Background: an optimization exercise with open tools, aiming at small area and a short achievable clock period. Do not read the settings as production practice. At most, simulation tests tie the RTL to the original design; equivalence was not proved. Power is estimated from default activity; no workload was simulated.

== epsilon ==
// as2650
module as2650(
	input clk,
	input rst,
	input [7:0] bus_in,
	output [7:0] bus_out,
	output le_lo,
	output le_hi,
	output OEb,
	output WEb,
	output bus_dir,
	output IOC,
	output IOD,
	input [6:0] irqs,
	output flag,
	input sense,
	output [7:0] ext_io_addr,
	output io_bus_cyc,
	output io_bus_we,
	output [7:0] io_bus_out,
	input [7:0] io_bus_in,
	output [7:0] debug_psl,
	output [7:0] debug_psu,
	output [32:0] la_data_out,
	input wb_hidden_rom_enable,
	output reg cpu_hidden_rom_enable,
	output WE_ram
);
clock: 16.0 ns
lec_check: 0
cap_margin: 20
core_margin: 2
core_utilization: 40
cts_buf_list: sky130_fd_sc_hd__clkbuf_8
slew_margin: 20
standard.sh (not shown) runs the stock make flow with config.mk's settings and CLKGATE_MAP_FILE= SYNTH_SCRIPT=/design/flow/synth_recipe.tcl, a recipe that flattens the netlist after the stock synthesis.
==> flow/flow/run.sh <==
#!/bin/bash
# The standard layout (standard.sh: the standard flow's own synthesis and ORFS flow) with two changes:
# - the input and output ports are buffered with sky130_fd_sc_hd__buf_2 cells instead of
#   the cell buffer_ports picks by default;
# - ORFS's repair_timing steps aim for 9 ns of setup slack rather than 0, so that they size
#   up the slowest paths; the clock and constraints are the design's.
# Make's full output goes to flow_make.log here; ORFS's own logs are under orfs/logs.
set -euo pipefail
export BUFFER_PORTS_ARGS="-buffer_cell sky130_fd_sc_hd__buf_2"
export SETUP_SLACK_MARGIN=9
export TNS_END_PERCENT=5
bash standard.sh finish > flow_make.log 2>&1
The inputs of delta differ from those of epsilon as listed below.
diff --git a/flow/design.v b/flow/design.v
--- a/flow/design.v
+++ b/flow/design.v
@@ -253,22 +253,23 @@
 			mt = fadd(r0[mj] & r1_v[mi], mj < 7 ? ms[mj + 1] : 1'b0, mc[mj]);
 			ms[mj] = mt[0];
 			mc[mj] = mt[1];
 		end
 		mul_res[mi] = ms[0];
 	end
 	mul_res[15:8] = {1'b0, ms[7:1]} + mc;
 end
 wire [7:0] rrr = psl[3] ? {psl[0], instr_reg_v[7:1]} : {instr_reg_v[0], instr_reg_v[7:1]};
 wire [7:0] rrl = psl[3] ? {instr_reg_v[6:0], psl[0]} : {instr_reg_v[6:0], instr_reg_v[7]};
-wire [7:0] alu_input1 = cycle == FETCH ? r0 : alu_instr_reg_q;
-wire [7:0] alu_input2 = cycle == FETCH ? rd(bus_in[1:0]) : bus_in;
+wire [7:0] alu_instr_reg = indexed_data1 ? r0 : instr_reg_v;
+wire [7:0] alu_input1 = is_zero_reg ? r0 : alu_instr_reg;
+wire [7:0] alu_input2 = is_zero_reg ? instr_reg_v : bus_in;
 wire [2:0] alu_op = instruction[7:5];
 wire alu_inv = alu_op != 3'd4;
 wire alu_cin = alu_op == 3'd4 ? (psl[3] && psl[0]) : (alu_op == 3'd5 ? (!psl[3] || psl[0]) : 1'b0);
 wire [8:0] alu_sum = {1'b0, alu_input1} + {1'b0, alu_inv ? ~alu_input2 : alu_input2} + {8'h00, alu_cin};
 reg [8:0] alu_next;
 always @(*) begin
 	case(alu_op)
 		1: alu_next = {psl[0], alu_input1 ^ alu_input2};
 		2: alu_next = {psl[0], alu_input1 & alu_input2};
 		3: alu_next = {psl[0], alu_input1 | alu_input2};
@@ -646,44 +647,40 @@
 	end
 	endcase
 	if(cycle == HALT || (cycle == FETCH && !hit)) begin
 		if(irqs != 7'h00 && !psu[5]) begin
 			irq_num_n = irq_enc;
 			cycle_n = INTERRUPT_ACTION1;
 		end
 	end
 end
 wire [7:0] dar_res = {instr_reg_v[7:4] + (psl[0] ? 4'h0 : 4'hA), instr_reg_v[3:0] + (psl[5] ? 4'h0 : 4'hA)};
-wire c_f = cycle == FETCH;
-wire c_p1 = cycle == PARAM1;
-wire c_p2 = cycle == PARAM2;
-wire s_bcr = (c_f && is_BRANCH) || ((c_p1 || c_p2) && q_BRANCH);
-wire [3:0] bcr_op = c_f ? instruction[7:4] : insin[7:4];
-wire s_inc = (s_bcr && bcr_op == 4'hD) || (c_p2 && !q_BRANCH && instruction_args_latch[14:13] == 2'b01);
-wire s_dec = (s_bcr && bcr_op == 4'hF) || (c_p2 && !q_BRANCH && instruction_args_latch[14:13] == 2'b10);
-wire s_reg = s_bcr && bcr_op != 4'hD && bcr_op != 4'hF;
-wire s_not = c_f && is_CPL;
-wire s_chrp = c_f && is_CHRP;
-wire s_r0 = c_f && is_store && is_zero_reg;
-wire s_dar = c_f && is_DAR;
-wire s_rrr = c_f && is_RRR;
-wire s_rrl = c_f && is_RRL;
-wire s_psl = c_f && is_SPS && instruction[0];
-wire s_psu = c_f && is_SPS && !instruction[0];
-wire s_bus = cycle == IO2;
-wire s_io = cycle == EXT_IO4;
-wire s_alu = (c_f && is_ALU_op && is_zero_reg) || (c_p1 && !q_BRANCH) || cycle == DATA1;
-wire [7:0] wb_other = ({8{s_inc}} & reg_plus_1) | ({8{s_dec}} & reg_minus_1) |
-				({8{s_reg}} & instr_reg_v) | ({8{s_not}} & ~instr_reg_v) | ({8{s_chrp}} & {1'b0, chirpchar}) |
-				({8{s_r0}} & r0) | ({8{s_dar}} & dar_res) | ({8{s_rrr}} & rrr) | ({8{s_rrl}} & rrl) |
-				({8{s_psl}} & psl) | ({8{s_psu}} & psu) | ({8{s_bus}} & bus_in) | ({8{s_io}} & io_bus_in);
-wire [7:0] wb_d = wb_other | ({8{s_alu}} & alu_next[7:0]);
+reg [7:0] wb_d;
+always @(*) begin
+	case(wb_sel)
+		WB_REG: wb_d = instr_reg_v;
+		WB_INC: wb_d = reg_plus_1;
+		WB_DEC: wb_d = reg_minus_1;
+		WB_NOT: wb_d = ~instr_reg_v;
+		WB_CHRP: wb_d = {1'b0, chirpchar};
+		WB_ZERO: wb_d = 8'h00;
+		WB_R0: wb_d = r0;
+		WB_DAR: wb_d = dar_res;
+		WB_RRR: wb_d = rrr;
+		WB_RRL: wb_d = rrl;
+		WB_PSL: wb_d = psl;
+		WB_PSU: wb_d = psu;
+		WB_BUS: wb_d = bus_in;
+		WB_IO: wb_d = io_bus_in;
+		default: wb_d = alu_next[7:0];
+	endcase
+end
 reg [15:0] pr_d;
 always @(*) begin
 	case(pr_sel)
 		PR_XCHG: pr_d = {r0, r1_v};
 		PR_TOS: pr_d = TOS;
 		default: pr_d = mul_res;
 	endcase
 end
 reg [15:0] st_d;
 always @(*) begin
@@ -734,21 +731,21 @@
 		INS_CC: insin_n = 8'hCC;
 		INS_3F: insin_n = 8'h3F;
 		default: insin_n = insin;
 	endcase
 end
 wire [15:0] last_n = {le_hi_act ? requested_addr[15:8] : last_addr[15:8], le_lo_act ? requested_addr[7:0] : last_addr[7:0]};
 reg [1:0] cc_n;
 always @(*) begin
 	case(cc_sel)
 		CC_CMP: cc_n = cmp_cc;
-		CC_WB: cc_n = s_alu ? cc_of(alu_next[7:0]) : cc_of(wb_other);
+		CC_WB: cc_n = cc_of(wb_d);
 		CC_MUL: cc_n = mul_res[15] ? 2'b10 : ((r0 != 8'h00 && r1_v != 8'h00) ? 2'b01 : 2'b00);
 		CC_01: cc_n = 2'b01;
 		CC_TPS: cc_n = (((insin[0] ? psl : psu) & bus_in) == bus_in) ? 2'b00 : 2'b01;
 		CC_TMI: cc_n = ((instr_reg_v_q & bus_in) == instr_reg_v_q) ? 2'b00 : 2'b01;
 		default: cc_n = psl[7:6];
 	endcase
 end
 reg c_n, idc_n;
 always @(*) begin
 	case(c_sel)
## What came out
No stage failed in delta, and the final checks on the layout all came back clean. The sequential share of cell area in delta sits 0.45 points below the value recorded for epsilon. For placeable core region, epsilon and delta come out practically identical. Number of instances in the synthesized netlist in delta is 1.3% below epsilon. Compared with epsilon, number of clock buffer instances in the layout in delta decreased by a little under 10%. Going from epsilon to delta, maximum number of pins on one net before global-route repair grew by more than a quarter. Going from epsilon to delta, post-route clock period utilization shrinks by 0.90 points. Looking only at critical path depth, and setting everything else aside, the higher value of delta and epsilon goes to epsilon. In the tables for delta and epsilon, setup slack reads lower with epsilon. Placed wire-length estimate after detailed placement: delta better than epsilon.
The RTL of epsilon was laid out without a check of its function.

as2650, a different RTL version from the one above (not shown whole).
Size in the first run: ~3,100 cells after synthesis, roughly 420 flip-flops, about 110 I/O pins.
export LEC_CHECK = 0
export CAP_MARGIN = 20
export CORE_MARGIN = 2
export CORE_UTILIZATION = 50
export CTS_BUF_LIST = sky130_fd_sc_hd__clkbuf_16
export CTS_CLUSTER_DIAMETER = 100
export CTS_CLUSTER_SIZE = 20
export SLEW_MARGIN = 20
create_clock -name core_clock -period 16.0 [get_ports {clk}]
Scripts as last shown in full above: flow/flow/run.sh
The starting point finished clean.
Change:
--- a/flow/design.v
+++ b/flow/design.v
@@ -710,15 +710,17 @@
 		default: pcp_n = {page_reg, PC};
 	endcase
 end
 wire [2:0] page_n = pcp_n[15:13];
 wire [12:0] PC_n = pcp_n[12:0];
 wire it_step_up = cycle == PARAM1 && hit;
 wire it_step_down = cycle == PARAM2 && hit;
-wire [15:0] it_held = requested_addr + (it_step_down ? 16'hFFFF : {15'h0000, it_step_up});
+wire [15:0] ra_p1 = requested_addr + 16'd1;
+wire [15:0] ra_m1 = requested_addr - 16'd1;
+wire [15:0] it_held = it_step_down ? ra_m1 : (it_step_up ? ra_p1 : requested_addr);
 reg [15:0] it_n;
 always @(*) begin
 	case(it_sel)
 		ITS_ZBR: it_n = zbr_target;
 		ITS_REL: it_n = relative_eff_address;
 		ITS_IND2: it_n = q_BRANCH ? {page_reg[2], instruction_args_latch[14:8], bus_in} : {page_reg, instruction_args_latch[12:8], bus_in};
 		ITS_INT: it_n = {ivectors_base, irq_num, 1'b0};
Result:
- The new run passed the timing, design-rule and antenna checks
- cell area stays the same
- synthesized cell count shrinks by 1.1%
- die area goes down by 0.37%
- worst hold slack improved by 16 ps
- worst setup slack gets better by 100 ps
- total power falls by 0.90%
- global-route usage falls by 1.0 points
- routed wire length is lower by 3.2%
- clock skew is lower by 5.6 ps
- via count fell by 3.1%
- utilization came out higher by 0.10 points
- fmax came out higher by 1.5%
No functional check of the RTL was part of the first run of this note.

## what the ideal ports hide
No port has a modelled driver above. Below, the same layouts with a new extraction and two added sets of constraints. Step 1: set_driving_cell puts a clkbuf_16 on clk and a buf_2 on each other input, an assumption about the parent block. Step 2 moves the port delays by t, midway between the first and last clock arrival at a register: inputs arrive t later, outputs are due t later. That takes back most of the time a late clock gives input paths. Three values: ideal ports, drivers, drivers and shift; two values: the first two.
run	t (ns)	setup slack, ns	worst setup path after step 2	clock arrival spread, ns
epsilon	0.728	8.782 / 8.722 / 8.105	input to register	0.074 / 0.074
delta	0.742	8.927 / 8.898 / 8.262	input to register	0.047 / 0.047
the first run of note 2	0.705	8.930 / 8.867 / 8.276	input to register	0.045 / 0.046
the second run of note 2	0.681	9.032 / 9.023 / 8.393	input to register	0.040 / 0.040
After both steps every run listed still meets setup and hold. The setup slack of epsilon, which loses most, moves by -0.060 ns with the drivers and by -0.677 ns with both steps.
